What follows belongs to an exercise in optimizing a design on an open flow for small area and a short achievable clock period; a production flow would make more cautious choices. Where RTL was checked, it was by simulation tests only, not by an equivalence proof against the original. No activity file was given, so power comes from the tool's default toggle rates.

Setup of the previous run:
==> flow/design.v (excerpt) <==
module RegisterFile(input wire clk,
                    input wire [7:0] A1,
                    input wire [7:0] A2,
                    input wire [7:0] A3,
                    input wire [7:0] WriteData,
                    input wire regWriteEnable,
                    output wire [7:0] RD1,
                    output wire [7:0] RD2);
  reg  [255:0] registers;  
  wire [255:0] next;
  wire [31:0] wen, nwen, sel1, sel2;
  rf_wdec  u_wdec (.a(A3[4:0]), .we(regWriteEnable), .en(wen), .nen(nwen));
  rf_rdec  u_rdec1(.a(A1[4:0]), .sel(sel1));
  rf_rdec  u_rdec2(.a(A2[4:0]), .sel(sel2));
  genvar i, b;
  generate
    for (i = 0; i < 32; i = i + 1) begin : row
      for (b = 0; b < 8; b = b + 1) begin : bt
        rf_hold u_hold(.q(registers[i*8 + b]), .en(wen[i]), .nen(nwen[i]),
                       .wd(WriteData[b]), .d(next[i*8 + b]));
      end
    end
  endgenerate
  always @(posedge clk)
    registers <= next;
  generate
    for (b = 0; b < 8; b = b + 1) begin : rd
      wire [31:0] col;
      for (i = 0; i < 32; i = i + 1) begin : c
        assign col[i] = registers[i*8 + b];
      end
      rf_rmux u_rmux1(.d(col), .sel(sel1), .y(RD1[b]));
      rf_rmux u_rmux2(.d(col), .sel(sel2), .y(RD2[b]));
    end
  endgenerate
endmodule
Size in the first run: about 1,000 cells after synthesis, ~260 flip-flops, about 50 I/O pins, roughly 11,000 um2 of cells after synthesis.
clock: 3.5 ns
lec_check: 0
cap_margin: 20
core_margin: 2
core_utilization: 40
cts_buf_list: sky130_fd_sc_hd__clkbuf_4 sky130_fd_sc_hd__clkbuf_8
setup_slack_margin: 1.2
slew_margin: 20
synth_hierarchical: 1
run.sh (not shown) runs the stock make flow with config.mk's settings and CLKGATE_MAP_FILE= SYNTH_SCRIPT=/design/flow/synth_recipe.tcl, a recipe that flattens the netlist after the stock synthesis.
No stage failed in the previous run, and the final checks on the layout all came back clean.
## Diff of input files: the current run against the previous run
Settings: a deleted CTS_BUF_LIST that had been sky130_fd_sc_hd__clkbuf_4 sky130_fd_sc_hd__clkbuf_8.
The current run vs. the previous run: sum of met2 wire segment lengths after detailed routing higher, routed wire length roughly the same, clock buffer count from CTS lower.
Looking at non-clock buffer total of the final layout, the current run sits above the previous run.
Compared the current run against the previous run; data arrival time of the critical path within noise.
Function was not checked in any run of this note: the RTL went through the layout flow alone.

---

Another version of the RTL of RegisterFile (not shown whole).
Size in the first run: about 50 I/O pins, ~11000 um^2 of cells after synthesis.
==> flow/config.mk <==
export PLATFORM = sky130hd
export DESIGN_NAME = RegisterFile
export DESIGN_NICKNAME = RegisterFile
export VERILOG_FILES = /design/flow/design.v
export SDC_FILE = /design/flow/constraint.sdc
export NUM_CORES = 4
export LEC_CHECK = 0
export CAP_MARGIN = 20
export CORE_MARGIN = 2
export CORE_UTILIZATION = 40
export GPL_TIMING_DRIVEN = 0
export SETUP_SLACK_MARGIN = 0.8
export SLEW_MARGIN = 20
export SYNTH_HIERARCHICAL = 1
==> flow/constraint.sdc <==
create_clock -name core_clock -period 3.5 [get_ports {clk}]
set_input_delay 0.7000 -clock core_clock [delete_from_list [all_inputs] [get_ports {clk}]]
set_output_delay 0.7000 -clock core_clock [all_outputs]
set_load 0.01 [all_outputs]
standard.sh (not shown) runs the stock make flow with config.mk's settings and CLKGATE_MAP_FILE= SYNTH_SCRIPT=/design/flow/synth_recipe.tcl, a recipe that flattens the netlist after the stock synthesis.
==> flow/flow/run.sh <==
#!/bin/bash
# Standard layout, with plain buffers (not delay cells) on the ports and a clock tree of
# small buffers without dummy loads.
set -euo pipefail
export BUFFER_PORTS_ARGS="-buffer_cell sky130_fd_sc_hd__buf_2"
export CTS_ARGS="-sink_clustering_enable -repair_clock_nets -dont_use_dummy_load -buf_list {sky130_fd_sc_hd__clkbuf_8 sky130_fd_sc_hd__clkbuf_16} -sink_clustering_size 24 -sink_clustering_max_diameter 80"
bash standard.sh > flow_standard.log 2>&1
Change:
==> flow/run.sh (new file) <==
#!/bin/bash
# synth_recipe.tcl (not shown) runs the flow's synth.tcl, then flattens the netlist and writes it again
# the make line also repeats each setting of config.mk as NAME=value (left out here)
make -C /OpenROAD-flow-scripts/flow DESIGN_CONFIG=/design/flow/config.mk WORK_HOME=/design/flow/orfs CLKGATE_MAP_FILE= SYNTH_SCRIPT=/design/flow/synth_recipe.tcl finish
removed: flow/flow/run.sh
removed: flow/standard.sh
Effect: The changed run passed the timing, DRC and antenna checks; core utilization went up by 5.8 points; final cell count went up by 3.6%; area after synthesis stays the same.
Change:
==> flow/flow/run.sh (new file) <==
#!/bin/bash
# Standard layout, with plain buffers (not delay cells) on the ports.
set -euo pipefail
export BUFFER_PORTS_ARGS="-buffer_cell sky130_fd_sc_hd__buf_2"
bash standard.sh > flow_standard.log 2>&1
==> flow/standard.sh (new file) <==
#!/bin/bash
# synth_recipe.tcl (not shown) runs the flow's synth.tcl, then flattens the netlist and writes it again
# the make line also repeats each setting of config.mk as NAME=value (left out here)
make -C /OpenROAD-flow-scripts/flow DESIGN_CONFIG=/design/flow/config.mk WORK_HOME=/design/flow/orfs CLKGATE_MAP_FILE= SYNTH_SCRIPT=/design/flow/synth_recipe.tcl "${@:-finish}"
removed: flow/run.sh
Effect: Worst hold slack loses 10 ps; wire length decreases slightly; global-route usage fell by 0.69 points; sequential power is about the same; setup slack improves by 5.0 ps; design area drops by a few percent; fmax hardly moves; flip-flop and latch count stays the same; clock skew stays the same.
Change:
==> flow/run.sh (new file) <==
#!/bin/bash
# synth_recipe.tcl (not shown) runs the flow's synth.tcl, then flattens the netlist and writes it again
# the make line also repeats each setting of config.mk as NAME=value (left out here)
make -C /OpenROAD-flow-scripts/flow DESIGN_CONFIG=/design/flow/config.mk WORK_HOME=/design/flow/orfs CLKGATE_MAP_FILE= SYNTH_SCRIPT=/design/flow/synth_recipe.tcl finish
- SETUP_SLACK_MARGIN: 0.8 -> unset
removed: flow/flow/run.sh
removed: flow/standard.sh
Outcome: The changed run completed and failed the layout checks on setup timing. Non-clock buffer count is lower by 8. Global-route usage is higher by 0.28 points. Final cell count is lower slightly. Fmax is lower by about a fifth. Clock power is higher by roughly a tenth.
Change:
==> flow/flow/run.sh (new file) <==
#!/bin/bash
# Standard layout, with plain buffers (not delay cells) on the ports and a clock tree of
# small buffers without dummy loads.
set -euo pipefail
export BUFFER_PORTS_ARGS="-buffer_cell sky130_fd_sc_hd__buf_2"
export CTS_ARGS="-sink_clustering_enable -repair_clock_nets -dont_use_dummy_load -buf_list {sky130_fd_sc_hd__clkbuf_4 sky130_fd_sc_hd__clkbuf_8} -sink_clustering_size 16 -sink_clustering_max_diameter 60"
bash standard.sh > flow_standard.log 2>&1
==> flow/standard.sh (new file) <==
#!/bin/bash
# synth_recipe.tcl (not shown) runs the flow's synth.tcl, then flattens the netlist and writes it again
# the make line also repeats each setting of config.mk as NAME=value (left out here)
make -C /OpenROAD-flow-scripts/flow DESIGN_CONFIG=/design/flow/config.mk WORK_HOME=/design/flow/orfs CLKGATE_MAP_FILE= SYNTH_SCRIPT=/design/flow/synth_recipe.tcl "${@:-finish}"
- SETUP_SLACK_MARGIN: unset -> 0.8
removed: flow/run.sh
The new run completed without violations.
Non-clock buffer count is lower by 6.
Power is lower by about 20%.
Critical path depth is higher by 1.
Routed wire length is lower by 2.0%.
Combinational power is lower by about 6%.
Worst setup slack is better by 460 ps.
Maximum frequency is higher by 15%.
First-iteration DRC count is higher by 3.6%.
Global-route usage is lower by 0.87 points.
Synthesized area is unchanged.
Register-to-register slack is about the same.

[re-timing with driven ports]
In the flow no input, the clock included, has a driving cell. The finished layouts below were timed again as built, in two steps. Step 1 (the two cells are an assumption about what drives the block):
set clk [get_ports {clk}]
set_driving_cell -lib_cell sky130_fd_sc_hd__clkbuf_16 $clk
set_driving_cell -lib_cell sky130_fd_sc_hd__buf_2 [delete_from_list [all_inputs] $clk]
Step 2 moves the port delays by t, midway between the first and last clock arrival at a register: inputs arrive t later, outputs are due t later. That takes back most of the time a late clock gives input paths. a / b / c = no drivers / after step 1 / after step 2; a / b = the first two.
run | t, ns | setup slack, ns | worst register clock-pin slew, ns | worst data-port slew with drivers (ns) | pins driven straight from the clock port
the previous run | 0.601 | 0.327 / 0.283 / 0.283 | 0.06 / 0.06 | 0.07 | 1
the current run | 0.591 | 0.330 / 0.291 / 0.291 | 0.07 / 0.07 | 0.06 | 1
the first run of note 2 | 0.532 | 0.426 / 0.401 / 0.401 | 0.10 / 0.10 | 0.06 | 1
the second run of note 2 | 0.593 | 0.528 / 0.461 / 0.174 | 0.06 / 0.06 | 0.06 | 1
the third run of note 2 | 0.586 | 0.533 / 0.470 / 0.470 | 0.06 / 0.06 | 0.07 | 1
the fourth run of note 2 | 0.589 | -0.012 / -0.036 / -0.036 | 0.07 / 0.07 | 0.04 | 1
the fifth run of note 2 | 0.588 | 0.448 / 0.423 / 0.423 | 0.11 / 0.11 | 0.06 | 1
The setup slack of the second run of note 2, which loses most, moves by -0.067 ns with the drivers and by -0.354 ns with both steps.
